Source: an optimization exercise on an open RTL-to-GDS flow (aim: small area). Production flows keep margins and buffers that such runs may drop. Function was checked by simulation only, so behaviour that the tests miss may differ from the original. Power is estimated from default activity; no workload was simulated.

<file path="flow/design.v">
module SID_channels(
	input [15:0] freq1,
	input [15:0] freq2,
	input [15:0] freq3,
	input [11:0] pw1,
	input [11:0] pw2,
	input [11:0] pw3,
	input [7:0] ctrl_reg1,
	input [7:0] ctrl_reg2,
	input [7:0] ctrl_reg3,
	input [7:0] atk_dec1,
	input [7:0] atk_dec2,
	input [7:0] atk_dec3,
	input [7:0] sus_rel1,
	input [7:0] sus_rel2,
	input [7:0] sus_rel3,
	input clk,
	input clk_enable,
	input rst,
	input [2:0] clk_div,
	output reg [11:0] sample1,
	output reg [11:0] sample2,
	output reg [11:0] sample3,
	output reg [7:0] ch3_env
);
wire [1:0] curr_channel = clk_div[2:1];
reg [15:0] curr_freq;
reg [11:0] curr_pw;
reg [7:0] curr_ctrl_reg;
reg [7:0] curr_atk_dec;
reg [7:0] curr_sus_rel;
always @(*) begin
	case(curr_channel)
		0: begin
			curr_freq = freq1;
			curr_pw = pw1;
			curr_ctrl_reg = ctrl_reg1;
			curr_atk_dec = atk_dec1;
			curr_sus_rel = sus_rel1;
		end
		1: begin
			curr_freq = freq2;
			curr_pw = pw2;
			curr_ctrl_reg = ctrl_reg2;
			curr_atk_dec = atk_dec2;
			curr_sus_rel = sus_rel2;
		end
		default: begin
			curr_freq = freq3;
			curr_pw = pw3;
			curr_ctrl_reg = ctrl_reg3;
			curr_atk_dec = atk_dec3;
			curr_sus_rel = sus_rel3;
		end
	endcase
end
wire noise    = curr_ctrl_reg[7];
wire square   = curr_ctrl_reg[6];
wire sawtooth = curr_ctrl_reg[5];
wire triangle = curr_ctrl_reg[4];
wire test     = curr_ctrl_reg[3];
wire ringm    = curr_ctrl_reg[2];
wire sync     = curr_ctrl_reg[1];
wire gate     = curr_ctrl_reg[0];
wire [3:0] attack  = curr_atk_dec[7:4];
wire [3:0] decay   = curr_atk_dec[3:0];
wire [3:0] sustain = curr_sus_rel[7:4];
wire [3:0] releas  = curr_sus_rel[3:0];
reg [22:0] lfsr0, lfsr1, lfsr2;
reg [23:0] accum0, accum1, accum2;
reg [7:0]  env0, env1, env2;
reg [4:0]  expc0, expc1, expc2;
reg [14:0] envc0, envc1, envc2;
reg [1:0]  adsr0, adsr1, adsr2;
reg [2:0]  expp0, expp1, expp2;
reg rf0, rf1, rf2;
wire [22:0] c_lfsr  = rf0 ? 23'h7fffff : lfsr0;
wire [23:0] c_accum = rf0 ? 24'h555555 : accum0;
wire [7:0]  c_env   = rf0 ? 8'h00 : env0;
wire [4:0]  c_expc  = rf0 ? 5'h00 : expc0;
wire [14:0] c_envc  = rf0 ? 15'h0000 : envc0;
wire [1:0]  c_adsr  = rf0 ? 'b11 : adsr0;
wire [2:0]  c_expp  = rf0 ? 3'd0 : expp0;
reg ring_out;
reg sync_out;
wire [23:0] accum_next;
rc_add #(24) accum_add(.a(c_accum), .b({8'h00, curr_freq}), .ci(1'b0), .s(accum_next), .co());
wire lfsr_next = (c_lfsr[22] ^ c_lfsr[17]) | test;
wire [7:0] noise_sample = {c_lfsr[20], c_lfsr[18], c_lfsr[14], c_lfsr[11], c_lfsr[9], c_lfsr[5], c_lfsr[2], c_lfsr[0]};
wire pulse_sample;
rc_add #(12) pulse_cmp(.a(c_accum[23:12]), .b(~curr_pw), .ci(1'b1), .s(), .co(pulse_sample));
wire [11:0] saw_sample = c_accum[23:12];
wire [11:0] triangle_sample = {c_accum[22:12], 1'b0} ^ {12{c_accum[23]}} ^ {12{ringm && ring_out}};
wire [11:0] osc_sample = 
	(sawtooth ? saw_sample : 12'hFFF) &
	(triangle ? triangle_sample : 12'hFFF) &
	(noise ? {noise_sample, 4'b0} : 12'hFFF);
wire [3:0] table_ptr = c_adsr == 'b01 ? attack : (c_adsr == 'b10 ? decay : releas);
reg [14:0] adsr_table;
always @(*) begin
	case(table_ptr)
	0:  adsr_table = 8;
	1:  adsr_table = 31;
	2:  adsr_table = 62;
	3:  adsr_table = 94;
	4:  adsr_table = 148;
	5:  adsr_table = 219;
	6:  adsr_table = 266;
	7:  adsr_table = 312;
	8:  adsr_table = 391;
	9:  adsr_table = 976;
	10: adsr_table = 1953;
	11: adsr_table = 3125;
	12: adsr_table = 3906;
	13: adsr_table = 11719;
	14: adsr_table = 19531;
	15: adsr_table = 31250;
	endcase
end
wire [12:0] mrow [0:7];
assign mrow[0] = {1'b0, osc_sample & {12{c_env[0]}}};
wire [7:0] mlow;
assign mlow[0] = mrow[0][0];
genvar mi;
generate
	for(mi = 1; mi < 8; mi = mi + 1) begin : mul_row
		rc_add #(12) row_add(.a(mrow[mi-1][12:1]), .b(osc_sample & {12{c_env[mi]}}), .ci(1'b0), .s(mrow[mi][11:0]), .co(mrow[mi][12]));
		assign mlow[mi] = mrow[mi][0];
	end
endgenerate
wire [19:0] mul_sample = {mrow[7][12:1], mlow} & {20{!square || pulse_sample}};
wire env_top = c_envc == adsr_table;
wire [23:0] n_accum = (sync && sync_out) || test ? 24'h0 : accum_next;
wire [22:0] n_lfsr = (!test && !c_accum[19] && accum_next[19]) ? {c_lfsr[21:0], lfsr_next} : c_lfsr;
reg [4:0] exp_period;
always @(*) begin
	case(c_expp)
		0: exp_period = 5'h01;
		1: exp_period = 5'h02;
		2: exp_period = 5'h04;
		3: exp_period = 5'h08;
		4: exp_period = 5'h10;
		default: exp_period = 5'h1E;
	endcase
end
wire [4:0] expc_inc;
rc_add #(5) expc_add(.a(c_expc), .b(5'h00), .ci(1'b1), .s(expc_inc), .co());
wire [4:0] n_expc = c_expc == exp_period ? 5'h0 : expc_inc;
wire [14:0] envc_inc;
rc_add #(15) envc_add(.a(c_envc), .b(15'h0000), .ci(1'b1), .s(envc_inc), .co());
wire [7:0] env_step;
rc_add #(8) env_add(.a(c_env), .b({{7{c_adsr != 'b01}}, 1'b1}), .ci(1'b0), .s(env_step), .co());
reg [14:0] n_envc;
reg [1:0] n_adsr;
reg [7:0] n_env;
always @(*) begin
	n_envc = c_envc;
	if(c_expc == 0 || c_adsr == 'b01) n_envc = envc_inc;
	if(env_top) n_envc = 0;
	n_adsr = c_adsr;
	if(!gate) n_adsr = 'b11;
	n_env = c_env;
	case(c_adsr)
		'b01: begin
			if(env_top) n_env = env_step;
			if(c_env == 255) n_adsr = 'b10;
		end
		'b10: begin
			if(env_top && c_env != {sustain, sustain}) n_env = env_step;
		end
		'b11: begin
			if(env_top && c_env != 0) n_env = env_step;
			if(gate) n_adsr = 'b01;
		end
		default: begin
		end
	endcase
end
reg [2:0] n_expp2;
always @(*) begin
	case(env2)
		8'hFF: n_expp2 = 3'd0;
		8'h5D: n_expp2 = 3'd1;
		8'h36: n_expp2 = 3'd2;
		8'h1A: n_expp2 = 3'd3;
		8'h0E: n_expp2 = 3'd4;
		8'h06: n_expp2 = 3'd5;
		8'h00: n_expp2 = 3'd0;
		default: n_expp2 = expp2;
	endcase
end
always @(*) begin
	case(clk_div)
		1, 2: ch3_env = rf1 ? 8'h00 : env1;
		3, 4: ch3_env = rf0 ? 8'h00 : env0;
		default: ch3_env = rf2 ? 8'h00 : env2;
	endcase
end
wire active = clk_enable && curr_channel != 3;
wire rotate = active && !clk_div[0];
wire upd_exp = active && clk_div[0];
always @(posedge clk) begin
	if(rst) begin
		rf0 <= 1; rf1 <= 1; rf2 <= 1;
		ring_out <= 0;
		sync_out <= 0;
		sample1 <= 0;
		sample2 <= 0;
		sample3 <= 0;
	end else begin
		if(rotate) begin
			rf0 <= rf1; rf1 <= rf2; rf2 <= 0;
			ring_out <= c_accum[23];
			sync_out <= !c_accum[23] && accum_next[23];
			case(curr_channel)
				0: sample1 <= mul_sample[19:8];
				1: sample2 <= mul_sample[19:8];
				default: sample3 <= mul_sample[19:8];
			endcase
		end
	end
end
always @(posedge clk) begin
	if(!rst) begin
		if(rotate) begin
			lfsr0 <= lfsr1; lfsr1 <= lfsr2; lfsr2 <= n_lfsr;
			accum0 <= accum1; accum1 <= accum2; accum2 <= n_accum;
			adsr0 <= adsr1; adsr1 <= adsr2; adsr2 <= n_adsr;
			expc0 <= expc1; expc1 <= expc2; expc2 <= n_expc;
			envc0 <= envc1; envc1 <= envc2; envc2 <= n_envc;
			env0 <= env1; env1 <= env2; env2 <= n_env;
			expp0 <= expp1; expp1 <= expp2; expp2 <= c_expp;
		end
		if(upd_exp) expp2 <= n_expp2;
	end
end
endmodule
module SID_filter(
	output [14:0] sample_out,
	input [11:0] sample_1,
	input [11:0] sample_2,
	input [11:0] sample_3,
	input [10:0] reg_fc,
	input [7:0] res_filt,
	input [7:0] mode_vol,
	input clk,
	input clk_enable,
	input rst,
	input [2:0] filter_step,
	output sample_ready
);
wire filt_1 = res_filt[0];
wire filt_2 = res_filt[1];
wire filt_3 = res_filt[2];
wire three_off = mode_vol[7];
wire hp = mode_vol[6];
wire bp = mode_vol[5];
wire lp = mode_vol[4];
reg [15:0] sample_acc;
assign sample_out = sample_acc[15:1];
reg [25:0] high;
reg [31:0] band;
reg [25:0] low;
reg [3:0]  res_c;    
reg [10:0] fc_c;     
reg [5:0]  fc2_lo;   
reg f2_c, f3_c;      
reg hp_c, lp_c, bp_c;
reg [25:0] acc;      
wire [2:0] st = filter_step;
reg [10:0] res_lut;
always @(*) begin
	case(st == 0 ? res_filt[7:4] : res_c)
		0: res_lut = 11'h5a8;
		1: res_lut = 11'h52b;
		2: res_lut = 11'h4c2;
		3: res_lut = 11'h468;
		4: res_lut = 11'h41b;
		5: res_lut = 11'h3d8;
		6: res_lut = 11'h39d;
		7: res_lut = 11'h368;
		8: res_lut = 11'h339;
		9: res_lut = 11'h30f;
		10: res_lut = 11'h2e9;
		11: res_lut = 11'h2c6;
		12: res_lut = 11'h2a7;
		13: res_lut = 11'h28a;
		14: res_lut = 11'h270;
		15: res_lut = 11'h257;
	endcase
end
reg [5:0] digit;
always @(*) begin
	case(st)
		0: digit = {1'b0, res_lut[10:6]};
		1: digit = res_lut[5:0];
		3: digit = fc_c[5:0];
		5: digit = fc2_lo;
		default: digit = {1'b0, fc_c[10:6]};
	endcase
end
wire second = st[0];
wire [31:0] mul_b = {band[31:26], st[2] ? high : band[25:0]};
wire [31:0] prod;
macc_6x32 macc(.d(digit), .b(mul_b), .acc(acc), .add_acc(second), .p(prod));
reg [11:0] filt_add;
always @(*) begin
	case(st[1:0])
		0: filt_add = filt_1 ? sample_1 : 12'h000;
		1: filt_add = f2_c ? sample_2 : 12'h000;
		default: filt_add = f3_c ? sample_3 : 12'h000;
	endcase
end
wire [25:0] filt_x = {13'h0000, filt_add, 1'b0};
wire [25:0] prod_term = {{14{acc[19]}}, acc[19:8]};
reg [25:0] sub_a, sub_b;
always @(*) begin
	case(st)
		0, 4: sub_a = low;
		2: sub_a = {{4{acc[25]}}, acc[25:4]};
		6: sub_a = band[25:0];
		default: sub_a = high;
	endcase
	case(st)
		0, 1: sub_b = filt_x;
		2: sub_b = ~high;
		3: sub_b = ~filt_x;
		default: sub_b = ~prod_term;
	endcase
end
wire [31:0] sub_out;
cs_add #(32, 16) sub(.a({band[31:26], sub_a}), .b({{6{!(acc[19] && st == 6)}}, sub_b}), .ci(st[2] || st[1]), .s(sub_out));
reg [15:0] acc_add;
always @(*) begin
	case(st)
		1: acc_add = {3'b000, sample_1, 1'b0};
		2: acc_add = {3'b000, sample_2, 1'b0};
		3: acc_add = {3'b000, sample_3, 1'b0};
		5: acc_add = high[15:0];
		6: acc_add = low[15:0];
		default: acc_add = band[15:0];
	endcase
end
wire [15:0] sample_acc_next;
rc_add #(16) sacc_add(.a(sample_acc), .b(acc_add), .ci(1'b0), .s(sample_acc_next), .co());
assign sample_ready = st == 0;
always @(posedge clk) begin
	if(rst) begin
		band        <= 0;
		low         <= 0;
	end else if(clk_enable) begin
		if(!(st[2] && st[1])) acc <= second ? prod[31:6] : prod[25:0];
		case(st)
			0: begin
				high <= sub_out[25:0];
				res_c <= res_filt[7:4];
				f2_c <= filt_2;
				f3_c <= filt_3;
				sample_acc <= 16'h8000;
			end
			1: begin
				high <= sub_out[25:0];
				fc_c <= reg_fc;
				hp_c <= hp;
				if(!filt_1) sample_acc <= sample_acc_next;
			end
			2: begin
				high <= sub_out[25:0];
				fc_c[10:6] <= reg_fc[10:6];
				fc2_lo <= reg_fc[5:0];
				lp_c <= lp;
				if(!filt_2) sample_acc <= sample_acc_next;
			end
			3: begin
				high <= sub_out[25:0];
				bp_c <= bp;
				if(!filt_3 && !three_off) sample_acc <= sample_acc_next;
			end
			4: begin
				low <= sub_out[25:0];
			end
			5: begin
				if(hp_c) sample_acc <= sample_acc_next;
			end
			6: begin
				band <= sub_out;
				if(lp_c) sample_acc <= sample_acc_next;
			end
			7: begin
				if(bp_c) sample_acc <= sample_acc_next;
			end
		endcase
	end
end
endmodule
module macc_6x32(
	input [5:0] d,
	input [31:0] b,
	input [25:0] acc,
	input add_acc,
	output [31:0] p
);
wire [31:0] pp0 = b & {32{d[0]}};
wire [31:0] pp1 = {b[30:0], 1'b0} & {32{d[1]}};
wire [31:0] pp2 = {b[29:0], 2'b0} & {32{d[2]}};
wire [31:0] pp3 = {b[28:0], 3'b0} & {32{d[3]}};
wire [31:0] pp4 = {b[27:0], 4'b0} & {32{d[4]}};
wire [31:0] pp5 = {b[26:0], 5'b0} & {32{d[5]}};
wire [31:0] pa = {acc, 6'b0} & {32{add_acc}};
wire [31:0] s1, c1, s2, c2, s3, c3, s4, c4, s5, c5;
csa_32 l1a(.x(pp0), .y(pp1), .z(pp2), .s(s1), .c(c1));
csa_32 l1b(.x(pp3), .y(pp4), .z(pp5), .s(s2), .c(c2));
csa_32 l2(.x(s1), .y(c1), .z(pa), .s(s3), .c(c3));
csa_32 l3(.x(s2), .y(c2), .z(s3), .s(s4), .c(c4));
csa_32 l4(.x(s4), .y(c4), .z(c3), .s(s5), .c(c5));
cs_add #(32, 16) fin(.a(s5), .b(c5), .ci(1'b0), .s(p));
endmodule
module csa_32(
	input [31:0] x,
	input [31:0] y,
	input [31:0] z,
	output [31:0] s,
	output [31:0] c
);
assign s = x ^ y ^ z;
wire [31:0] m = (x & y) | (x & z) | (y & z);
assign c = {m[30:0], 1'b0};
endmodule
module cs_add #(parameter W = 32, parameter K = 16) (
	input [W-1:0] a,
	input [W-1:0] b,
	input ci,
	output [W-1:0] s
);
localparam NB = (W + K - 1) / K;
wire [NB:0] c;
assign c[0] = ci;
genvar i;
generate
	for(i = 0; i < NB; i = i + 1) begin : blk
		localparam LO = i * K;
		localparam N = (W - LO < K) ? W - LO : K;
		if(i == 0) begin : first
			rc_add #(N) add(.a(a[LO+N-1:LO]), .b(b[LO+N-1:LO]), .ci(c[0]), .s(s[LO+N-1:LO]), .co(c[1]));
		end else begin : sel
			wire [N-1:0] s0, s1;
			wire c0, c1;
			rc_add #(N) add0(.a(a[LO+N-1:LO]), .b(b[LO+N-1:LO]), .ci(1'b0), .s(s0), .co(c0));
			rc_add #(N) add1(.a(a[LO+N-1:LO]), .b(b[LO+N-1:LO]), .ci(1'b1), .s(s1), .co(c1));
			assign s[LO+N-1:LO] = c[i] ? s1 : s0;
			assign c[i+1] = c[i] ? c1 : c0;
		end
	end
endgenerate
endmodule
`default_nettype none
module spi_dac_i(
	input [11:0] sample_in_1,
	input [11:0] sample_in_2,
	input clk,
	input rst,
	output reg spi_le,
	output reg spi_clk,
	output reg spi_dat_1,
	output reg spi_dat_2,
	input sample_ready
);
reg [11:0] spi_dat_buff_0;
reg [11:0] spi_dat_buff_1;
reg [4:0] counter;
wire wait_st = counter[4] && counter[3];
wire [4:0] counter_inc;
rc_add #(5) counter_add(.a(counter), .b(5'b00000), .ci(1'b1), .s(counter_inc), .co());
always @(posedge clk) begin
	if(rst) begin
		spi_le <= 1;
		spi_clk <= 0;
		spi_dat_1 <= 0;
		spi_dat_2 <= 0;
		counter <= 0;
		spi_dat_buff_0 <= 0;
		spi_dat_buff_1 <= 0;
	end else begin
		spi_le <= !wait_st;
		spi_clk <= !wait_st && counter[0];
		if(wait_st) begin
			spi_dat_buff_0 <= sample_in_1;
			spi_dat_buff_1 <= sample_in_2;
			if(sample_ready) counter <= 0;
		end else begin
			counter <= counter_inc;
			if(!counter[0]) begin
				spi_dat_1 <= spi_dat_buff_0[11];
				spi_dat_2 <= spi_dat_buff_1[11];
				spi_dat_buff_0 <= {spi_dat_buff_0[10:0], 1'b0};
				spi_dat_buff_1 <= {spi_dat_buff_1[10:0], 1'b0};
			end
		end
	end
end
endmodule
/*verilator lint_off WIDTH*/
`default_nettype none
module tt_um_rejunity_sn76489 #( parameter CHANNEL_OUTPUT_BITS = 10,
                                 parameter MASTER_OUTPUT_BITS = 8,
                                 parameter SPI_MASTER_OUTPUT_BITS = 12
) (
    input clk,
    input rst,
    input [7:0] data,
    input we,
    output [SPI_MASTER_OUTPUT_BITS-1:0] spi_master,
    input clk_enable,
    input clk_master_strobe
);
    localparam NUM_TONES = 3;
    localparam NUM_NOISES = 1;
    localparam ATTENUATION_CONTROL_BITS = 4;
    localparam FREQUENCY_COUNTER_BITS = 10;
    localparam NOISE_CONTROL_BITS = 3;
    localparam NUM_CHANNELS = NUM_TONES + NUM_NOISES;    
    reg [ATTENUATION_CONTROL_BITS-1:0]  control_attn[NUM_CHANNELS-1:0];
    reg [FREQUENCY_COUNTER_BITS-1:0]    control_tone_freq[NUM_TONES-1:0];
    reg [NOISE_CONTROL_BITS-1:0]        control_noise[NUM_NOISES-1:0];
    reg [2:0] latch_control_reg;
    reg restart_noise;
    always @(posedge clk) begin
        if (rst) begin
            control_attn[0] <= 4'b1111;
            control_attn[1] <= 4'b1111;
            control_attn[2] <= 4'b1111;
            control_attn[3] <= 4'b1111;
            control_tone_freq[0] <= 1;
            control_tone_freq[1] <= 1;
            control_tone_freq[2] <= 1;
            control_noise[0] <= 3'b100;
            latch_control_reg <= 0;
            restart_noise <= 0;
        end else if(clk_enable) begin
            restart_noise <= 0;
            if (we) begin
                if (data[7] == 1'b1) begin
                    case(data[6:4])
                        3'b000 : control_tone_freq[0][3:0] <= data[3:0];
                        3'b010 : control_tone_freq[1][3:0] <= data[3:0];
                        3'b100 : control_tone_freq[2][3:0] <= data[3:0];
                        3'b110 : 
                            begin 
                                control_noise[0] <= data[2:0];
                                restart_noise <= 1;
                            end
                        3'b001 : control_attn[0] <= data[3:0];
                        3'b011 : control_attn[1] <= data[3:0];
                        3'b101 : control_attn[2] <= data[3:0];
                        3'b111 : control_attn[3] <= data[3:0];
                        default : begin end
                    endcase
                    latch_control_reg <= data[6:4];
                end else begin
                    case(latch_control_reg)
                        3'b000 : control_tone_freq[0][9:4] <= data[5:0];
                        3'b010 : control_tone_freq[1][9:4] <= data[5:0];
                        3'b100 : control_tone_freq[2][9:4] <= data[5:0];
                        3'b001 : control_attn[0] <= data[3:0];
                        3'b011 : control_attn[1] <= data[3:0];
                        3'b101 : control_attn[2] <= data[3:0];
                        3'b111 : control_attn[3] <= data[3:0];
                        default : begin end
                    endcase
                end
            end
        end
    end
    wire                           channels [NUM_CHANNELS-1:0];
    wire [CHANNEL_OUTPUT_BITS-1:0] volumes  [NUM_CHANNELS-1:0];
    genvar i;
    generate
        for (i = 0; i < NUM_TONES; i = i + 1) begin : tone
            tone #(.COUNTER_BITS(FREQUENCY_COUNTER_BITS)) gen (
                .clk(clk),
                .enable(clk_master_strobe),
                .reset(rst),
                .compare(control_tone_freq[i]),
                .out(channels[i])
                );
        end
        for (i = 0; i < NUM_NOISES; i = i + 1) begin : noise
            noise #(.COUNTER_BITS(FREQUENCY_COUNTER_BITS)) gen (
                .clk(clk),
                .enable(clk_master_strobe),
                .reset(rst),
                .restart_noise(restart_noise),
                .control(control_noise[i]),
                .driven_by_tone(channels[NUM_TONES-1]),  
                .out(channels[NUM_TONES+i])
                );
        end
        for (i = 0; i < NUM_CHANNELS; i = i + 1) begin : chan
            attenuation #(.VOLUME_BITS(CHANNEL_OUTPUT_BITS)) attenuation (
                .in(channels[i]),
                .control(control_attn[i]),
                .out(volumes[i])
                );
        end
    endgenerate
    wire [10:0] vol01, vol23;
    rc_add #(10) vol01_add(.a(volumes[0]), .b(volumes[1]), .ci(1'b0), .s(vol01[9:0]), .co(vol01[10]));
    rc_add #(10) vol23_add(.a(volumes[2]), .b(volumes[3]), .ci(1'b0), .s(vol23[9:0]), .co(vol23[10]));
    rc_add #(11) vol_add(.a(vol01), .b(vol23), .ci(1'b0), .s(spi_master[10:0]), .co(spi_master[11]));
endmodule
module attenuation #( parameter CONTROL_BITS = 4, parameter VOLUME_BITS = 14 ) (
    input  wire in,
    input  wire [CONTROL_BITS-1:0] control,
    output reg  [VOLUME_BITS-1:0] out
);
    always @(*) begin
        case(in ? control : 15)  
            0:  out = 1023;
            1:  out = 812;
            2:  out = 645;
            3:  out = 512;
            4:  out = 407;
            5:  out = 323;
            6:  out = 256;
            7:  out = 204;
            8:  out = 162;
            9:  out = 128;
            10: out = 102;
            11: out = 81;
            12: out = 64;
            13: out = 51;
            14: out = 40;
                default:
                    out = 0;
        endcase
    end
endmodule
/*verilator lint_off WIDTH*/
module noise #( parameter LFSR_BITS = 15, LFSR_TAP0 = 0, LFSR_TAP1 = 1, parameter COUNTER_BITS = 10 ) (
    input  wire clk,
    input  wire enable,
    input  wire reset,
    input  wire restart_noise,
    input  wire [2:0] control,
    input  wire driven_by_tone,
    output wire  out
);
    localparam SHIFT_RATE_0 = 16;  
    localparam SHIFT_RATE_1 = 32;  
    localparam SHIFT_RATE_2 = 64;  
    localparam SHIFT_RATE_MAX = SHIFT_RATE_2;
    wire is_white_noise = control[2];
    reg trigger;
    always @(*) begin
        case(control[1:0])
            2'b00:  trigger = counter[$clog2(SHIFT_RATE_0)];
            2'b01:  trigger = counter[$clog2(SHIFT_RATE_1)];
            2'b10:  trigger = counter[$clog2(SHIFT_RATE_2)];
            2'b11:  trigger = driven_by_tone;
        endcase
    end
    reg [$clog2(SHIFT_RATE_MAX):0] counter;
    wire [$clog2(SHIFT_RATE_MAX):0] counter_inc;
    rc_add #($clog2(SHIFT_RATE_MAX)+1) counter_add(.a(counter), .b({($clog2(SHIFT_RATE_MAX)+1){1'b0}}), .ci(1'b1), .s(counter_inc), .co());
    always @(posedge clk) begin
        if (reset)
            counter <= 0;
        else
            if (enable)
                counter <= counter_inc;
    end
    wire trigger_edge;
    signal_edge signal_edge(
        .clk(clk),
        .reset(reset),
        .signal(trigger),
        .on_posedge(trigger_edge)
    );
    wire reset_lfsr = reset | restart_noise;
    reg [LFSR_BITS-1:0] lfsr;
    always @(posedge clk) begin
        if (reset_lfsr)
            lfsr <= 1'b1 << (LFSR_BITS-1);
        else begin
            if (trigger_edge) begin
                if (is_white_noise) begin
                    lfsr <= {lfsr[LFSR_TAP0] ^ lfsr[LFSR_TAP1], lfsr[LFSR_BITS-1:1]};
                end else begin
                    lfsr <= {lfsr[LFSR_TAP0]                  , lfsr[LFSR_BITS-1:1]};
                end
            end
        end
    end
    assign out = lfsr[0];
endmodule
module signal_edge(
    input  wire clk,
    input  wire reset,
    input  wire signal,
    output wire on_posedge,
    output wire on_negedge,
    output wire on_edge
);
    reg previous_signal_state_0;
    reg previous_signal_state_1;
    always @(posedge clk) begin
        if (reset) begin
            previous_signal_state_0 <= 0;  
            previous_signal_state_1 <= 1;  
        end else begin
            previous_signal_state_0 <= signal;
            previous_signal_state_1 <= signal;
        end
    end
    assign on_edge    = on_posedge | on_negedge;
    assign on_posedge = (previous_signal_state_0 != signal &&  signal);
    assign on_negedge = (previous_signal_state_1 != signal && !signal);
endmodule
module tone #( parameter COUNTER_BITS = 10 ) (
    input  wire clk,
    input  wire enable,
    input  wire reset,
    input  wire [COUNTER_BITS-1:0]  compare,
    output wire out
);
    reg [COUNTER_BITS-1:0] counter;
    reg state;
    wire [COUNTER_BITS-1:0] counter_dec;
    rc_add #(COUNTER_BITS) counter_sub(.a(counter), .b({COUNTER_BITS{1'b1}}), .ci(1'b0), .s(counter_dec), .co());
    always @(posedge clk) begin
        if (reset) begin
            counter <= 1;
            state <= 0;
        end else begin
            if (enable) begin
                if (counter == 1) begin
                    counter <= compare;          
                    state <= ~state;             
                end else begin
                    counter <= counter_dec;
                end
             end
        end
    end
    assign out = state;
endmodule
`default_nettype none
module sid_top(
	output DAC_clk,
	output DAC_le,
	output DAC_dat_1,
	output DAC_dat_2,
	input [5:0] addr,
	input [7:0] bus_in,
	output reg [7:0] bus_out,
	input bus_cyc,
	input bus_we,
	input clk,
	input rst
);
reg [7:0] read_res;
always @(*) begin
	case(addr)
		default: read_res = 8'h00;
		0: read_res = freq_1[7:0];
		1: read_res = freq_1[15:8];
		2: read_res = pw_1[7:0];
		3: read_res = {4'h0, pw_1[11:8]};
		4: read_res = ctrl_1;
		5: read_res = atk_dec_1;
		6: read_res = sus_rel_1;
		7: read_res = freq_2[7:0];
		8: read_res = freq_2[15:8];
		9: read_res = pw_2[7:0];
		10: read_res = {4'h0, pw_2[11:8]};
		11: read_res = ctrl_2;
		12: read_res = atk_dec_2;
		13: read_res = sus_rel_2;
		14: read_res = freq_3[7:0];
		15: read_res = freq_3[15:8];
		16: read_res = pw_3[7:0];
		17: read_res = {4'h0, pw_3[11:8]};
		18: read_res = ctrl_3;
		19: read_res = atk_dec_3;
		20: read_res = sus_rel_3;
		21: read_res = {5'h00, fc[2:0]};
		22: read_res = fc[10:3];
		23: read_res = res_filt;
		24: read_res = mode_vol;
		25: read_res = {6'h20, clk_trg};
		27: read_res = sample_3[11:4];
		28: read_res = ch3_env;
	endcase
end
reg [15:0] freq_1;
reg [11:0] pw_1;
reg [7:0]  ctrl_1;
reg [7:0]  atk_dec_1;
reg [7:0]  sus_rel_1;
reg [15:0] freq_2;
reg [11:0] pw_2;
reg [7:0]  ctrl_2;
reg [7:0]  atk_dec_2;
reg [7:0]  sus_rel_2;
reg [15:0] freq_3;
reg [11:0] pw_3;
reg [7:0]  ctrl_3;
reg [7:0]  atk_dec_3;
reg [7:0]  sus_rel_3;
reg [10:0] fc;
reg [7:0]  res_filt;
reg [7:0]  mode_vol;
wire [11:0] sample_1;
wire [11:0] sample_2;
wire [11:0] sample_3;
wire [7:0] ch3_env;
reg [1:0] clk_ctr;
reg [1:0] clk_trg;
reg [4:0] step_ctr;
wire enable = clk_trg == 0 || clk_ctr == clk_trg;
wire [1:0] clk_ctr_inc;
wire [4:0] step_ctr_inc;
rc_add #(2) clk_ctr_add(.a(clk_ctr), .b(2'b00), .ci(1'b1), .s(clk_ctr_inc), .co());
rc_add #(5) step_ctr_add(.a(step_ctr), .b(5'b00000), .ci(1'b1), .s(step_ctr_inc), .co());
always @(posedge clk) begin
    if(rst) begin
        clk_ctr   <= 0;
        clk_trg   <= 0;
        step_ctr  <= 0;
        freq_1    <= 0;
        pw_1      <= 12'h800;
        ctrl_1    <= 0;
        atk_dec_1 <= 0;
        sus_rel_1 <= 0;
        freq_2    <= 0;
        pw_2      <= 12'h800;
        ctrl_2    <= 0;
        atk_dec_2 <= 0;
        sus_rel_2 <= 0;
        freq_3    <= 0;
        pw_3      <= 12'h800;
        ctrl_3    <= 0;
        atk_dec_3 <= 0;
        sus_rel_3 <= 0;
        fc        <= 0;
        res_filt  <= 0;
        mode_vol  <= 0;
        bus_out   <= 0;
    end else begin
        if(enable) clk_ctr <= 0;
        else clk_ctr <= clk_ctr_inc;
        if(enable) step_ctr <= step_ctr_inc;
        if(bus_cyc) bus_out <= read_res;
        if(bus_cyc && bus_we) begin
            case(addr)
                0:  freq_1[7:0]  <= bus_in;
                1:  freq_1[15:8] <= bus_in;
                2:  pw_1[7:0]    <= bus_in;
                3:  pw_1[11:8]   <= bus_in[3:0];
                4:  ctrl_1       <= bus_in;
                5:  atk_dec_1    <= bus_in;
                6:  sus_rel_1    <= bus_in;
                7:  freq_2[7:0]  <= bus_in;
                8:  freq_2[15:8] <= bus_in;
                9:  pw_2[7:0]    <= bus_in;
                10: pw_2[11:8]   <= bus_in[3:0];
                11: ctrl_2       <= bus_in;
                12: atk_dec_2    <= bus_in;
                13: sus_rel_2    <= bus_in;
                14: freq_3[7:0]  <= bus_in;
                15: freq_3[15:8] <= bus_in;
                16: pw_3[7:0]    <= bus_in;
                17: pw_3[11:8]   <= bus_in[3:0];
                18: ctrl_3       <= bus_in;
                19: atk_dec_3    <= bus_in;
                20: sus_rel_3    <= bus_in;
                21: fc[2:0]      <= bus_in[2:0];
                22: fc[10:3]     <= bus_in;
                23: res_filt     <= bus_in;
                24: mode_vol     <= bus_in;
                25: clk_trg      <= bus_in[1:0];
                default: begin
                end
            endcase
        end
    end
end
SID_channels channels(
    .freq1(freq_1),
    .freq2(freq_2),
    .freq3(freq_3),
    .pw1(pw_1),
    .pw2(pw_2),
    .pw3(pw_3),
    .ctrl_reg1(ctrl_1),
    .ctrl_reg2(ctrl_2),
    .ctrl_reg3(ctrl_3),
    .atk_dec1(atk_dec_1),
    .atk_dec2(atk_dec_2),
    .atk_dec3(atk_dec_3),
    .sus_rel1(sus_rel_1),
    .sus_rel2(sus_rel_2),
    .sus_rel3(sus_rel_3),
    .clk(clk),
    .clk_enable(enable),
    .rst(rst),
    .clk_div(step_ctr[2:0]),
    .sample1(sample_1),
    .sample2(sample_2),
    .sample3(sample_3),
    .ch3_env(ch3_env)
);
wire [14:0] full_sample_1;
wire sample_ready;
SID_filter filters(
    .sample_out(full_sample_1),
    .sample_1(sample_1),
    .sample_2(sample_2),
    .sample_3(sample_3),
    .reg_fc(fc),
    .res_filt(res_filt),
    .mode_vol(mode_vol),
    .clk(clk),
    .clk_enable(enable),
    .rst(rst),
    .filter_step(step_ctr[2:0]),
    .sample_ready(sample_ready)
);
wire [11:0] full_sample_2;
spi_dac_i spi_dac_i(
    .sample_in_1(full_sample_1[14:3]),
    .sample_in_2(full_sample_2),
    .clk(clk),
    .rst(rst),
    .spi_le(DAC_le),
    .spi_clk(DAC_clk),
    .spi_dat_1(DAC_dat_1),
    .spi_dat_2(DAC_dat_2),
    .sample_ready(sample_ready)
);
tt_um_rejunity_sn76489 tt_um_rejunity_sn76489(
    .clk(clk),
    .rst(rst),
    .data(bus_in),
    .we(bus_cyc && bus_we && addr == 31),
    .spi_master(full_sample_2),
    .clk_enable(enable),
    .clk_master_strobe(step_ctr == 0)
);
endmodule
module rc_add #(parameter W = 8) (
	input [W-1:0] a,
	input [W-1:0] b,
	input ci,
	output [W-1:0] s,
	output co
);
wire [W:0] c;
assign c[0] = ci;
genvar i;
generate
	for(i = 0; i < W; i = i + 1) begin : bit_
		assign s[i] = a[i] ^ b[i] ^ c[i];
		assign c[i+1] = (a[i] & b[i]) | (c[i] & (a[i] ^ b[i]));
	end
endgenerate
assign co = c[W];
endmodule
</file>
<file path="flow/config.mk">
export PLATFORM = sky130hd
export DESIGN_NAME = sid_top
export DESIGN_NICKNAME = sid_top
export VERILOG_FILES = /design/flow/design.v
export SDC_FILE = /design/flow/constraint.sdc
export NUM_CORES = 4
export LEC_CHECK = 0
export CAP_MARGIN = 20
export CORE_MARGIN = 2
export CORE_UTILIZATION = 40
export SLEW_MARGIN = 20
</file>
<file path="flow/constraint.sdc">
create_clock -name core_clock -period 15.0 [get_ports {clk}]
set_input_delay 3.0000 -clock core_clock [delete_from_list [all_inputs] [get_ports {clk}]]
set_output_delay 3.0000 -clock core_clock [all_outputs]
set_load 0.01 [all_outputs]
</file>
<file path="flow/standard.sh">
#!/bin/bash
# synth_recipe.tcl (not shown) runs the flow's synth.tcl, then flattens the netlist and writes it again
# the make line also repeats each setting of config.mk as NAME=value (left out here)
make -C /OpenROAD-flow-scripts/flow DESIGN_CONFIG=/design/flow/config.mk WORK_HOME=/design/flow/orfs CLKGATE_MAP_FILE= SYNTH_SCRIPT=/design/flow/synth_recipe.tcl "${@:-finish}"
</file>
<file path="flow/flow/run.sh">
#!/bin/bash
# The standard layout, with clock tree synthesis told not to add dummy loads
# (cells that only balance the clock tree) and to use small leaf buffers.
set -euo pipefail
export CTS_ARGS="-sink_clustering_enable -repair_clock_nets -dont_use_dummy_load -buf_list {sky130_fd_sc_hd__clkbuf_2 sky130_fd_sc_hd__clkbuf_4} -sink_clustering_size 6 -sink_clustering_max_diameter 30"
bash standard.sh > standard_flow.log 2>&1
</file>
==> results of run 1 <==
-- placed cells by master, fill, tap and decap left out, drive strengths merged, types with 12 or more instances in the layout --
| master | synthesis | final |
|---|---|---|
| nand2 | 810 | 810 |
| nor2 | 497 | 497 |
| dfxtp | 441 | 441 |
| a21oi | 369 | 369 |
| inv | 338 | 338 |
| edfxtp | 334 | 334 |
| fa | 327 | 327 |
| mux2i | 219 | 219 |
| clkbuf | 238 | 191 |
| ha | 129 | 129 |
| o21ai | 113 | 113 |
| buf | 51 | 99 |
| a22oi | 86 | 86 |
| nand3 | 84 | 84 |
| nand2b | 63 | 63 |
| or2 | 62 | 62 |
| mux2 | 58 | 58 |
| nor3 | 56 | 56 |
| o211ai | 49 | 49 |
| nor2b | 47 | 47 |
| a211oi | 41 | 41 |
| a222oi | 40 | 40 |
| xnor2 | 36 | 36 |
| a22o | 33 | 33 |
| nand3b | 30 | 30 |
| and3 | 27 | 27 |
| a221oi | 26 | 26 |
| o22ai | 26 | 26 |
| clkdlybuf4s50 | 0 | 24 |
| o221ai | 22 | 22 |
| nand4 | 21 | 21 |
| and2 | 16 | 16 |
| a32o | 15 | 15 |
| a31oi | 13 | 13 |
| or3 | 12 | 12 |
| xor2 | 12 | 12 |
-- cells by family (layout without fill, tap and decap cells) --
| logic type | after synthesis | after routing | share of synthesized area |
|---|---|---|---|
| AOI/OAI and AO/OA | 911 | 911 | 0.1277 |
| DFF | 775 | 775 | 0.4069 |
| other | 0 | 6 | 0 |
| muxes | 279 | 279 | 0.06244 |
| xor gates and xnor gates | 50 | 50 | 0.01004 |
| and+or+nand+nor | 1754 | 1754 | 0.1649 |
| buffers and inverters | 627 | 652 | 0.05202 |
| adders and majority gates | 456 | 456 | 0.1761 |
-- synth_stat cells (84+ instances only) --
master,number
fa_1,327
a22oi_1,86
edfxtp_1,334
o21ai_0,111
dfxtp_1,441
nand3_1,84
a21oi_1,369
ha_1,129
nand2_1,810
mux2i_1,218
nor2_1,497
clkbuf_1,238
inv_1,337
-- routing by layer --
metal	up-vias	share of wire	routed length (µm)	track usage
met5	-	0.00015	20	0
li1	16695	-	-	-
met3	319	0.077	10480	0.04674
met1	17564	0.42	57140	0.3030
met4	2	0.042	5732	0.1023
met2	1358	0.46	62090	0.3601
-- per-stage QoR --
stage          worst slack, ns  utilization  hold WS (ns)  instance area, µm²
2_1_floorplan          0.09844            -        0.4003               46390
3_3_place_gp            0.2246       0.4198        0.4003               48140
3_5_place_dp            0.1524       0.4199        0.4045               48140
4_1_cts                 0.1751       0.4324        0.2797               49580
5_1_grt                0.03841       0.4336        0.3008               49710
6_report                0.7171       0.4336        0.2680               49720
-- final timing paths --
path | depth (start not counted) | startpoint | slack, ns | end
max | 53 | step_ctr[1] | 0.72 | filters.acc[25]
min | 0 | channels.accum2[18] | 0.27 | channels.accum1[18]
max reg2reg | 53 | step_ctr[1] | 0.72 | filters.acc[25]
min reg2reg | 0 | channels.accum2[18] | 0.27 | channels.accum1[18]
-- layout make-up --
| type | count | area, µm² |
|---|---|---|
| Tap cell | 1512 | 1892 |
| Sequential cell | 775 | 18870 |
| Inverter | 338 | 1269 |
| Antenna cell | 6 | 15.01 |
| Clock buffer | 191 | 1434 |
| Timing Repair Buffer | 123 | 1011 |
| Multi-Input combinational cell | 3450 | 25230 |
| Fill cell | 11137 | 64940 |
-- power by group --
part	internal [µW]	switching, µW	leakage, µW
combinational	444	764	0.0113
clock	573	774	0.000879
sequential	2370	121	0.00654
total	3390	1660	0.0187
-- what timing repair did --
action | in CTS | in global routing
setup endpoints to repair | 0 | 1
resized for setup | 0 | 18
setup buffers | 0 | 4
==> results.yml, run 1 <==
status:
  status: "timing/DRC/antenna clean"
routing:
  wl_um: 135500
  viasPerCell: 5.620
  vias: 35938
  drt-pass1-iter-count: 10
  drt-wirelength-per-cell_um: 21.18
  antenna_left: 0
  drt_iter0_markers: 3703
  drc_errors: 0
logic_synthesis:
  yosys.area.top_type: "edfxtp_1"
  ys_ff_latch: 775
  syn_area_per_cell_um2: 9.553
  ys_warn_count: 15
  synth_cell_types: 80
  ys.flop_type: "dfxtp_1"
  synth.top_cells.by_area: "edfxtp_1, dfxtp_1, fa_1, nand2_1, mux2i_1"
  syn-cell-area_um2: 46350
  ys_seq_area_frac: 0.4069
  synthesis.nets: 5326
  async_reset_ff_frac: 0
  yosysTopAreaCellShare: 0.2164
  syn_inst: 4852
  synth_edf_count: 334
worst_setup_path:
  crit_path_start_kind: "flip-flop"
  required_ns: 15.80
  crit_path_frequent_cell: "fa_1"
  crit_buf_inv: 8
  crit_fanout: 8
  cp_slowest_cell: "fa_1"
  max_stage_delay_ns: 0.57
  cp_top_family: "adder cells"
  cp.arrival_ns: 15.08
  criticalPathCategory: "flip-flop to flip-flop"
  endpoint_kind: "flip-flop"
floorplan:
  die_area_um2: 118600
  die_w_um: 344.4
  fp.dieH_um: 344.4
  num_io_pins: 30
  start_util: 0.4043
  coreArea_um2: 114700
  rows: 124
sta:
  worst_pin_slew_ns: 1.275
  finalHoldViolCount: 0
  fin_skew_ns: 0.2166
  rsz0062_at_grt: "false"
  setup_viol: 0
  maxSlewViolCount: 0
  finalCriticalPeriod_ns: 14.28
  fmax_mhz: 70.01
  slew_headroom: 0.1432
  min_period_over_period: 0.9522
  fin_tns_setup_ns: 0
global_routing:
  grt_pass1_vias: 34932
  grt_remaining_overflow: 0
  grt_max_degree: 137
  grt.total_usage: 0.2284
  antenna_found_initial: 3
  grt_pass1_wl_um: 209100
cts:
  path_clk_slew_ns: 0.07
  cts_tree: "built"
  clock_latency_ns: 1.15
  clock-sinks: 775
  clock_path_buffers: 3
  root_buffer: "clkbuf_4"
  numCtsBuffers: 191
  htree_num_levels: 4
  ctsHoldBuffers: 0
power_and_ir_drop:
  powerDensity_nw_per_um2: 101.6
  p_leak_uw: 0.01870
  irDropWorstVdd_uv: 58.43
  power.total_uw: 5050
layout:
  largest_register_ffs: 32
  top_regs: "filters.band x32, tt_um_rejunity_sn76489.control_tone_freq x30, tt_um_rejunity_sn76489.tone.gen.counter x30"
  area_growth_pct: 7.262
  drive_gt1_frac: 0.09432
  regMostFlops: "filters.band"
  fin_nets: 5353
  fin_cells: 6395
placement:
  gp_congestion: 0.9824
  port-buffer-count: 29
  placed_cells: 6193
  hpwl_um: 95470
hold_path:
  hp-class: "flip-flop to flip-flop"
job:
  max_cap_violations: 0
==> inputs of run 2 (changes only) <==
==> flow/flow/run.sh (replaced) <==
#!/bin/bash
# The standard layout, with clock tree synthesis told not to add dummy loads
# (cells that only balance the clock tree) and to use small leaf buffers.
set -euo pipefail
export CTS_ARGS="-sink_clustering_enable -repair_clock_nets -dont_use_dummy_load -buf_list sky130_fd_sc_hd__clkbuf_4 -sink_clustering_size 8 -sink_clustering_max_diameter 40"
bash standard.sh > standard_flow.log 2>&1
==> run 2 against run 1 <==
  * Clock skew shrank 0.040 ns
  * Die area is the same
  * Critical endpoint unchanged
  * Worst setup slack lost 0.053 ns
  * Global-route usage is essentially flat
  * Non-clock buffer count shrank 1
  * Clock power shrank 14%
  * Sequential share of layout area grew 0.31 points
  * Power shrank 3.7%
  * Cell count shrank 0.88%
  * Largest power group unchanged
==> results.yml, run 2 <==
worst_setup_path:
  endpoint_kind: "flip-flop"
  reg2reg_from: "step_ctr[1]"
  max_stage_delay_ns: 0.57
  cp-endpoint: "filters.acc[25]"
  worst_r2r_path_depth: 53
  required_ns: 15.79
  r2r-end: "filters.acc[25]"
  cp_slowest_cell: "fa_1"
  crit_fanout: 8
  reg2reg_setup_slack_ns: 0.66
  criticalPathCategory: "flip-flop to flip-flop"
  crit_start: "step_ctr[1]"
  cp.arrival_ns: 15.13
  crit_path_start_kind: "flip-flop"
  crit_path_frequent_cell: "fa_1"
sta:
  setup_viol: 0
  slew_headroom: 0.07581
  fin_skew_ns: 0.1764
  finalHoldViolCount: 0
  fmax_mhz: 69.75
  rsz0062_at_grt: "false"
  fin_ws_ns: 0.6641
  min_period_over_period: 0.9557
  maxSlewViolCount: 0
  finalCriticalPeriod_ns: 14.34
  worst_pin_slew_ns: 1.376
  fin_tns_setup_ns: 0
cts:
  clock-sinks: 775
  ctsHoldBuffers: 0
  clock_path_buffers: 3
  numCtsBuffers: 140
  clock_latency_ns: 1.06
  root_buffer: "clkbuf_4"
  cts_tree: "built"
  path_clk_slew_ns: 0.09
  htree_num_levels: 4
global_routing:
  grt_pass1_wl_um: 208400
  grt.total_usage: 0.2281
  grt_pass1_vias: 34521
  antenna_found_initial: 3
  grt_max_degree: 137
  grt_remaining_overflow: 0
status:
  status: "timing/DRC/antenna clean"
routing:
  wl_um: 135100
  drt-pass1-iter-count: 8
  vias: 35677
  drc_errors: 0
  viasPerCell: 5.628
  drt-wirelength-per-cell_um: 21.32
  drt_iter0_markers: 3473
  antenna_left: 0
floorplan:
  coreArea_um2: 114700
  rows: 124
  num_io_pins: 30
  fp.dieH_um: 344.4
  die_area_um2: 118600
  start_util: 0.4043
  die_w_um: 344.4
logic_synthesis:
  synth_edf_count: 334
  synthesis.nets: 5326
  syn_area_per_cell_um2: 9.553
  syn-cell-area_um2: 46350
  synth_cell_types: 80
  syn_inst: 4852
  async_reset_ff_frac: 0
  ys_warn_count: 15
  ys.flop_type: "dfxtp_1"
  synth.top_cells.by_area: "edfxtp_1, dfxtp_1, fa_1, nand2_1, mux2i_1"
  synthTopCellsByCount: "nand2_1, nor2_1, dfxtp_1"
  ys_seq_area_frac: 0.4069
  yosysTopAreaCellShare: 0.2164
  ys_ff_latch: 775
  yosys.cell_count.top_type: "nand2_1"
  yosys.area.top_type: "edfxtp_1"
layout:
  regMostFlops: "filters.band"
  drive_gt1_frac: 0.08435
  final_cell_mix: "nand2_1, nor2_1, dfxtp_1, a21oi_1, inv_1"
  design_area_um2: 49310
  fin_nets: 5301
  fin_util: 0.4301
  area_growth_pct: 6.384
  layout_commonest_cell: "nand2_1"
  top_regs: "filters.band x32, tt_um_rejunity_sn76489.control_tone_freq x30, tt_um_rejunity_sn76489.tone.gen.counter x30"
  largest_register_ffs: 32
power_and_ir_drop:
  powerDensity_nw_per_um2: 98.60
  irDropWorstVdd_uv: 69.64
  p_leak_uw: 0.01846
hold_path:
  hold_depth: 0
  hp-class: "flip-flop to flip-flop"
placement:
  pre_cts_ws_ns: 0.1524
  gp_congestion: 0.9824
  place_area_um2: 48140
  port-buffer-count: 29
  hpwl_um: 95470
job:
  max_cap_violations: 0
run 2: changes by cell type in the layout (fill, tap and decap cells not counted), sizes merged:
cell	previous run	this run
diode	6	2
clkbuf	191	140
buf	99	98
run 2: report_power, final:
group          total, µW  switching [µW]  internal [µW]  leakage [µW]
Combinational       1210             763            443        0.0113
Clock               1160             737            426      0.000644
Sequential          2490             121           2370       0.00654
Total               4860            1620           3240        0.0185
run 2: layout make-up:
type                            count  area (µm²)
Antenna cell                        2       5.005
Clock buffer                      140        1051
Fill cell                       11150       65350
Inverter                          338        1269
Multi-Input combinational cell   3450       25220
Sequential cell                   775       18870
Tap cell                         1512        1892
Timing Repair Buffer              122        1003
run 2: worst min-delay path by stage:
stage                         from                  end
6_report         channels.expp2[0]    channels.expp1[0]
4_1_cts          channels.expp2[0]    channels.expp1[0]
3_5_place_dp   channels.accum2[19]  channels.accum1[19]
2_1_floorplan   channels.accum1[0]   channels.accum0[0]
5_1_grt          channels.expp2[0]    channels.expp1[0]
3_3_place_gp   channels.accum2[23]  channels.accum1[23]
run 2: critical path, delay by kind of cell (launching register included):
family                   cells  cell delay [ns]
adder cells (fa/ha/maj)     31            10.21
buffers and inverters        8             0.51
multiplexers                 3             1.15
flip-flops                   1             0.35
AND/OR/NAND/NOR              2             0.24
XOR/XNOR                     5             0.88
AO/OA/AOI/OAI                4             0.77
run 2: metrics by stage:
step | std cells | power, µW | hold WS (ns)
after global placement | 6192 | 3719 | 0.4003
after global routing | 6338 | 5147 | 0.2740
final | 6339 | 4862 | 0.3033
after detailed placement | 6193 | 3733 | 0.4045
after CTS | 6333 | 4899 | 0.2995
after floorplan | 4852 | 3373 | 0.4003
run 2: logic make-up (layout without fill, tap and decap cells):
kind of cell | after synthesis | after routing | share of synthesized area
mux | 279 | 279 | 0.06244
flops | 775 | 775 | 0.4069
buf+inv | 627 | 600 | 0.05202
simple gates | 1754 | 1754 | 0.1649
xor+xnor | 50 | 50 | 0.01004
other cells | 0 | 2 | 0
fa+ha+maj | 456 | 456 | 0.1761
compound gates | 911 | 911 | 0.1277
run 2: timing repair:
item,CTS,global route
resized for setup,0,16
endpoints found under the setup margin,0,1
buffers inserted,0,3
run 2: per-layer routing:
metal	global-route usage	share of wire
met5	0	0.000096
met4	0.1063	0.047
met3	0.04464	0.075
met2	0.3575	0.45
met1	0.3039	0.42
==> inputs of run 3 (changes only) <==
--- a/flow/design.v
+++ b/flow/design.v
@@ -261,16 +261,16 @@
 reg [25:0] high;
 reg [31:0] band;
 reg [25:0] low;
-reg [3:0]  res_c;    
-reg [10:0] fc_c;     
-reg [5:0]  fc2_lo;   
+reg [5:0]  digit_r;  
+reg [5:0]  fc_lo;    
+reg [4:0]  fc_hi;    
 reg f2_c, f3_c;      
 reg hp_c, lp_c, bp_c;
 reg [25:0] acc;      
 wire [2:0] st = filter_step;
 reg [10:0] res_lut;
 always @(*) begin
-	case(st == 0 ? res_filt[7:4] : res_c)
+	case(res_filt[7:4])
 		0: res_lut = 11'h5a8;
 		1: res_lut = 11'h52b;
 		2: res_lut = 11'h4c2;
@@ -289,16 +289,7 @@
 		15: res_lut = 11'h257;
 	endcase
 end
-reg [5:0] digit;
-always @(*) begin
-	case(st)
-		0: digit = {1'b0, res_lut[10:6]};
-		1: digit = res_lut[5:0];
-		3: digit = fc_c[5:0];
-		5: digit = fc2_lo;
-		default: digit = {1'b0, fc_c[10:6]};
-	endcase
-end
+wire [5:0] digit = st == 0 ? {1'b0, res_lut[10:6]} : digit_r;
 wire second = st[0];
 wire [31:0] mul_b = {band[31:26], st[2] ? high : band[25:0]};
 wire [31:0] prod;
@@ -353,30 +344,34 @@
 		case(st)
 			0: begin
 				high <= sub_out[25:0];
-				res_c <= res_filt[7:4];
+				digit_r <= res_lut[5:0];
 				f2_c <= filt_2;
 				f3_c <= filt_3;
 				sample_acc <= 16'h8000;
 			end
 			1: begin
 				high <= sub_out[25:0];
-				fc_c <= reg_fc;
+				digit_r <= {1'b0, reg_fc[10:6]};
+				fc_lo <= reg_fc[5:0];
 				hp_c <= hp;
 				if(!filt_1) sample_acc <= sample_acc_next;
 			end
 			2: begin
 				high <= sub_out[25:0];
-				fc_c[10:6] <= reg_fc[10:6];
-				fc2_lo <= reg_fc[5:0];
+				digit_r <= fc_lo;
+				fc_lo <= reg_fc[5:0];
+				fc_hi <= reg_fc[10:6];
 				lp_c <= lp;
 				if(!filt_2) sample_acc <= sample_acc_next;
 			end
 			3: begin
+				digit_r <= {1'b0, fc_hi};
 				high <= sub_out[25:0];
 				bp_c <= bp;
 				if(!filt_3 && !three_off) sample_acc <= sample_acc_next;
 			end
 			4: begin
+				digit_r <= fc_lo;
 				low <= sub_out[25:0];
 			end
 			5: begin
==> run 3 against run 2 <==
  * Still clean on timing, DRC and antenna
  * Combinational power up 17%
  * Synthesized cell count down 0.12%
  * Clock skew down 0.027 ns
  * First-iteration DRC count up 14%
  * Utilization down 0.15 points
  * Sequential share of layout area up 0.39 points
  * Cell count down 0.22%
  * Die area down 0.16%
  * Worst setup slack better by 0.14 ns
  * Maximum frequency up 0.98%
  * Global-route usage about the same
  * Largest cell class unchanged
==> results.yml, run 3 <==
status:
  status: "timing/DRC/antenna clean"
sta:
  min_period_over_period: 0.9465
  maxSlewViolCount: 0
  fin_tns_setup_ns: 0
  fin_skew_ns: 0.1492
  setup_viol: 0
  finalHoldViolCount: 0
  rsz0062_at_grt: "false"
  fin_ws_ns: 0.8028
  worst_pin_slew_ns: 1.196
  fmax_mhz: 70.44
  finalCriticalPeriod_ns: 14.20
  slew_headroom: 0.1964
floorplan:
  die_w_um: 344.1
  rows: 124
  start_util: 0.4041
  fp.dieH_um: 344.1
  die_area_um2: 118400
  num_io_pins: 30
  coreArea_um2: 114500
routing:
  antenna_left: 0
  drt_iter0_markers: 3970
  drc_errors: 0
  vias: 35833
  drt-pass1-iter-count: 10
  viasPerCell: 5.665
  drt-wirelength-per-cell_um: 21.27
  wl_um: 134600
worst_setup_path:
  endpoint_kind: "flip-flop"
  worst_r2r_path_depth: 50
  required_ns: 15.78
  reg2reg_from: "step_ctr[1]"
  criticalPathCategory: "flip-flop to flip-flop"
  cp_slowest_cell: "fa_1"
  reg2reg_setup_slack_ns: 0.80
  cp.arrival_ns: 14.98
  r2r-end: "filters.acc[25]"
  crit_fanout: 8
  crit_path_frequent_cell: "fa_1"
  crit_path_start_kind: "flip-flop"
  max_stage_delay_ns: 0.56
layout:
  regMostFlops: "filters.band"
  area_growth_pct: 6.043
  layout_commonest_cell: "nand2_1"
  final_cell_mix: "nand2_1, nor2_1, dfxtp_1, a21oi_1, inv_1"
  fin_nets: 5283
  top_regs: "filters.band x32, tt_um_rejunity_sn76489.control_tone_freq x30, tt_um_rejunity_sn76489.tone.gen.counter x30"
  drive_gt1_frac: 0.07969
  largest_register_ffs: 32
placement:
  gp_congestion: 0.9622
  pre_cts_ws_ns: 0.8224
  port-buffer-count: 29
  hpwl_um: 95110
cts:
  cts_tree: "built"
  path_clk_slew_ns: 0.09
  clock-sinks: 782
  clock_latency_ns: 1.10
  post-cts-setup-buffers: 0
  clock_path_buffers: 3
  numCtsBuffers: 140
  ctsHoldBuffers: 0
  ctsResizeCount: 0
  htree_num_levels: 4
  root_buffer: "clkbuf_4"
global_routing:
  grt.total_usage: 0.2278
  antenna_found_initial: 5
  grt_pass1_wl_um: 208600
  grt_max_degree: 99
  grt_pass1_vias: 34475
  grt_remaining_overflow: 0
hold_path:
  hold_depth: 0
  worstHoldEndpoint: "channels.accum0[9]"
  hold_start: "channels.accum1[9]"
  hp-class: "flip-flop to flip-flop"
logic_synthesis:
  synth.top_cells.by_area: "edfxtp_1, dfxtp_1, fa_1, nand2_1, mux2i_1"
  synth_cell_types: 79
  yosys.cell_count.top_type: "nand2_1"
  ys.flop_type: "dfxtp_1"
  ys_seq_area_frac: 0.4097
  synthTopCellsByCount: "nand2_1, nor2_1, dfxtp_1"
  async_reset_ff_frac: 0
  ys_ff_latch: 782
  yosysTopAreaCellShare: 0.2141
  synthesis.nets: 5321
  synth_edf_count: 330
  syn-cell-area_um2: 46270
  syn_inst: 4846
  yosys.area.top_type: "edfxtp_1"
  ys_warn_count: 15
  syn_area_per_cell_um2: 9.549
job:
  max_cap_violations: 0
power_and_ir_drop:
  p_leak_uw: 0.01866
  powerDensity_nw_per_um2: 105.1
  irDropWorstVdd_uv: 75.35
==> run 3: cell count changes in the layout (fill, tap and decap cells not counted), sizes merged, moves of 7 or more <==
cell    delta
nor2      +19
nand2b    -20
nand3     +22
a21oi     -13
or2       -11
a22oi     -13
buf       -16
inv       +13
dfxtp     +11
mux2i     +11
o21ai      -7
a211oi     +8
nand3b    -26
==> run 3: worst max path at each step <==
stage,start,end,slack (ns),depth (start not counted)
after floorplan,step_ctr[2],filters.acc[25],0.54,53
after global placement,step_ctr[1],filters.acc[25],0.89,50
after detailed placement,step_ctr[1],filters.acc[25],0.82,50
after CTS,step_ctr[1],filters.acc[25],0.83,50
after global routing,step_ctr[1],filters.acc[25],0.20,50
final,step_ctr[1],filters.acc[25],0.80,50
==> run 3: routing by layer <==
| layer | part of all wire | global-route usage | wire length [µm] |
|---|---|---|---|
| met1 | 0.44 | 0.3183 | 58910 |
| met5 | 0 | 0 | 0 |
| met2 | 0.44 | 0.3471 | 59460 |
| met4 | 0.045 | 0.1017 | 6088 |
| met3 | 0.075 | 0.03853 | 10090 |
==> run 3: power breakdown <==
part / leakage (µW) / internal (µW) / switching [µW]
clock network: 0.000644 / 427 / 742
logic: 0.0113 / 531 / 876
registers: 0.00667 / 2430 / 153
total: 0.0187 / 3390 / 1770
==> run 3: cells by family after synthesis <==
group	after synthesis	share of synthesized area
flip-flops	782	0.4097
AO/OA/AOI/OAI	872	0.1233
buffers and inverters	640	0.05316
multiplexers	295	0.06614
XOR/XNOR	49	0.009274
adder cells (fa/ha/maj)	458	0.1768
AND/OR/NAND/NOR	1750	0.1616
==> run 3: stage by stage <==
stage / std cells / total power, µW / hold WS (ns) / cell area [µm²] / util
after floorplan: 4846 / 3633 / 0.4003 / 46270 / -
after global placement: 6177 / 3997 / 0.4007 / 47960 / 0.4189
after detailed placement: 6177 / 4028 / 0.4045 / 47970 / 0.4190
after CTS: 6317 / 5196 / 0.3754 / 49020 / 0.4281
after global routing: 6324 / 5489 / 0.3920 / 49070 / 0.4285
final: 6325 / 5156 / 0.3808 / 49070 / 0.4286
==> run 3: final cells by class <==
| type | instances | area, µm² |
|---|---|---|
| fillers | 11250 | 65430 |
| multi-input cells | 3424 | 24950 |
| flip-flops and latches | 782 | 18970 |
| well taps | 1512 | 1892 |
| inverters | 354 | 1329 |
| clock buffers | 140 | 1051 |
| repair buffers | 106 | 860.8 |
| diodes | 7 | 17.52 |
==> run 3: worst max-delay path: cells and delay by family (launching register included) <==
family	cells	cell delay (ns)
AO/OA/AOI/OAI	1	0.12
XOR/XNOR	5	0.75
adder cells (fa/ha/maj)	29	10.61
buffers and inverters	11	0.93
flip-flops	1	0.33
multiplexers	2	0.75
AND/OR/NAND/NOR	2	0.50
==> inputs of run 4 (changes only) <==
--- a/flow/design.v
+++ b/flow/design.v
@@ -320,7 +320,7 @@
 	endcase
 end
 wire [31:0] sub_out;
-cs_add #(32, 16) sub(.a({band[31:26], sub_a}), .b({{6{!(acc[19] && st == 6)}}, sub_b}), .ci(st[2] || st[1]), .s(sub_out));
+rc_add #(32) sub(.a({band[31:26], sub_a}), .b({{6{!(acc[19] && st == 6)}}, sub_b}), .ci(st[2] || st[1]), .s(sub_out), .co());
 reg [15:0] acc_add;
 always @(*) begin
 	case(st)
--- a/flow/config.mk
+++ b/flow/config.mk
@@ -5,6 +5,7 @@
 export SDC_FILE = /design/flow/constraint.sdc
 export NUM_CORES = 4
 export LEC_CHECK = 0
+export ABC_AREA = 1
 export CAP_MARGIN = 20
 export CORE_MARGIN = 2
 export CORE_UTILIZATION = 40
==> run 4 against run 3 <==
  * Clock-buffer cell count unchanged
  * Die area decreased by 0.77%
  * Non-clock buffer count unchanged
  * Still clean on timing, DRC and antenna
==> results.yml, run 4 <==
status:
  status: "timing/DRC/antenna clean"
logic_synthesis:
  syn_inst: 5323
  yosys.area.top_type: "edfxtp_1"
  synth_cell_types: 60
  synthTopCellsByCount: "inv_1, nand2_1, nor2_1"
  ys_seq_area_frac: 0.4129
  yosysTopAreaCellShare: 0.2158
  synthesis.nets: 5797
  synth.top_cells.by_area: "edfxtp_1, dfxtp_1, fa_1, inv_1, nand2_1"
  synth_edf_count: 330
  syn-cell-area_um2: 45920
  ys_warn_count: 15
  ys_ff_latch: 782
  syn_area_per_cell_um2: 8.626
  ys.flop_type: "dfxtp_1"
  async_reset_ff_frac: 0
  yosys.cell_count.top_type: "inv_1"
floorplan:
  coreArea_um2: 114000
  start_util: 0.4026
  fp.dieH_um: 342.8
  num_io_pins: 30
  die_w_um: 342.8
  rows: 124
  die_area_um2: 117500
global_routing:
  grt_pass1_wl_um: 209900
  grt.total_usage: 0.2286
  grt_pass1_vias: 36263
  grt_max_degree: 173
  antenna_found_initial: 4
  grt_remaining_overflow: 0
cts:
  root_buffer: "clkbuf_4"
  numCtsBuffers: 140
  ctsHoldBuffers: 0
  cts_tree: "built"
  clock_path_buffers: 3
  ctsResizeCount: 0
  clock_latency_ns: 1.11
  clock-sinks: 782
  htree_num_levels: 4
  post-cts-setup-buffers: 0
  path_clk_slew_ns: 0.08
layout:
  fin_cells: 6824
  fillers: 11415
  area_growth_pct: 6.363
  largest_register_ffs: 32
  top_regs: "filters.band x32, tt_um_rejunity_sn76489.control_tone_freq x30, tt_um_rejunity_sn76489.tone.gen.counter x30"
  design_area_um2: 48840
  fin_nets: 5784
  final_cell_mix: "inv_1, nand2_1, nor2_1, o21ai_0, dfxtp_1"
  regMostFlops: "filters.band"
  drive_gt1_frac: 0.05539
  fin_util: 0.4283
  layout_commonest_cell: "inv_1"
routing:
  drt_iter0_markers: 3688
  viasPerCell: 5.467
  antenna_left: 0
  wl_um: 134600
  drt-pass1-iter-count: 6
  vias: 37304
  drt-wirelength-per-cell_um: 19.72
  drc_errors: 0
power_and_ir_drop:
  p_leak_uw: 0.02003
  powerDensity_nw_per_um2: 108.6
  irDropWorstVdd_uv: 72.19
sta:
  rsz0062_at_grt: "false"
  maxSlewViolCount: 0
  fin_tns_setup_ns: 0
  slew_headroom: 0.2336
  timing.hold.ws_ns: 0.3792
  fmax_mhz: 69.93
  fin_skew_ns: 0.1459
  finalCriticalPeriod_ns: 14.30
  worst_pin_slew_ns: 1.138
  min_period_over_period: 0.9533
  setup_viol: 0
  finalHoldViolCount: 0
worst_setup_path:
  cp.arrival_ns: 15.04
  cp_slowest_cell: "fa_1"
  endpoint_kind: "flip-flop"
  crit_fanout: 14
  crit_path_frequent_cell: "fa_1"
  max_stage_delay_ns: 0.53
  crit_path_start_kind: "flip-flop"
  required_ns: 15.74
  criticalPathCategory: "flip-flop to flip-flop"
placement:
  hpwl_um: 94970
  gp_congestion: 0.9646
  port-buffer-count: 29
  place_area_um2: 47740
  placed_cells: 6679
job:
  max_cap_violations: 0
hold_path:
  hp-class: "flip-flop to flip-flop"
## run 4: cell count changes after synthesis, moves of 46 or more
| cell | before | now |
|---|---|---|
| mux2i_1 | 230 | 1 |
| inv_1 | 349 | 771 |
| nor2_1 | 516 | 597 |
| o21ai_0 | 102 | 517 |
| nand3_1 | 106 | 188 |
| nand2_1 | 811 | 740 |
| a222oi_1 | 46 | 0 |
| a21oi_1 | 355 | 431 |
| mux2_2 | 61 | 0 |
| a22oi_1 | 73 | 27 |
## run 4: kinds of logic (layout without fill, tap and decap cells)
kind of cell,count (synthesis),in the layout,share of synthesized area
AND/OR/NAND/NOR,1636,1636,0.1453
other,0,4,0
buffers and inverters,1062,1047,0.08739
multiplexers,1,1,0.0002180
XOR/XNOR,31,31,0.005913
adder cells (fa/ha/maj),456,456,0.1779
AO/OA/AOI/OAI,1355,1355,0.1704
flip-flops,782,782,0.4129
## run 4: final cells by class
type,count,area (µm²),share of cell area
inverter,801,3014,0.06172
multi-input combinational,3479,23030,0.4716
tap,1512,1892,0.03874
clock buffer,140,1051,0.02152
antenna,4,10.01,0.0002050
sequential,782,18960,0.3883
timing repair buffer,106,878.3,0.01799
## run 4: report_power, final
group	internal, µW	total (µW)	switching, µW	leakage (µW)
logic	513	1560	1050	0.0126
registers	2460	2570	116	0.00676
clock network	427	1170	747	0.000644
## run 4: critical path: cells and delay by family, from the launching register on
family,cells,cell delay [ns]
XOR/XNOR,3,0.49
buffers and inverters,12,1.09
adder cells (fa/ha/maj),30,10.95
flip-flops,1,0.31
AND/OR/NAND/NOR,4,0.64
AO/OA/AOI/OAI,3,0.47
## run 4: metrics by stage
stage / power [µW] / setup slack (ns)
detailed placement: 4159 / 0.3795
global placement: 4138 / 0.4860
floorplan: 3661 / 0.05078
finish: 5306 / 0.7007
CTS: 5346 / 0.3408
global route: 5651 / 0.01373
## run 4: worst paths after layout
check	start	slack [ns]	cells past startpoint	endpoint
worst max-delay path	step_ctr[1]	0.70	52	filters.acc[25]
worst min-delay path	channels.accum1[14]	0.38	0	channels.accum0[14]
worst max register to register	step_ctr[1]	0.70	52	filters.acc[25]
worst min register to register	channels.accum1[14]	0.38	0	channels.accum0[14]
## run 4: routing by layer
metal,global-route usage,vias up,routed length (µm)
li1,-,17629,-
met1,0.3121,17978,58950
met2,0.3542,1379,60080
met3,0.04266,316,9561
met4,0.1003,2,5981
met5,0,-,20

## re-timing with driven ports
No port has a modelled driver above. Below, the same layouts with a new extraction and two added sets of constraints. Step 1: set_driving_cell puts a clkbuf_16 on clk and a buf_2 on each other input, an assumption about the parent block. Step 2 times the ports against the registers' clock, not the clock port: input delays grow and output delays shrink by t, the midpoint of the rising clock arrivals with the driver on. a / b / c = ideal / step 1 / step 2; a / b = the first two.
run	t (ns)	setup slack, ns	clock arrival spread, ns
run 1	1.107	0.717 / 0.717 / 0.717	0.221 / 0.222
run 2	1.060	0.664 / 0.664 / 0.664	0.227 / 0.228
run 3	1.090	0.803 / 0.803 / 0.803	0.164 / 0.164
run 4	1.114	0.701 / 0.701 / 0.701	0.146 / 0.146
After both steps every run listed still meets setup and hold.
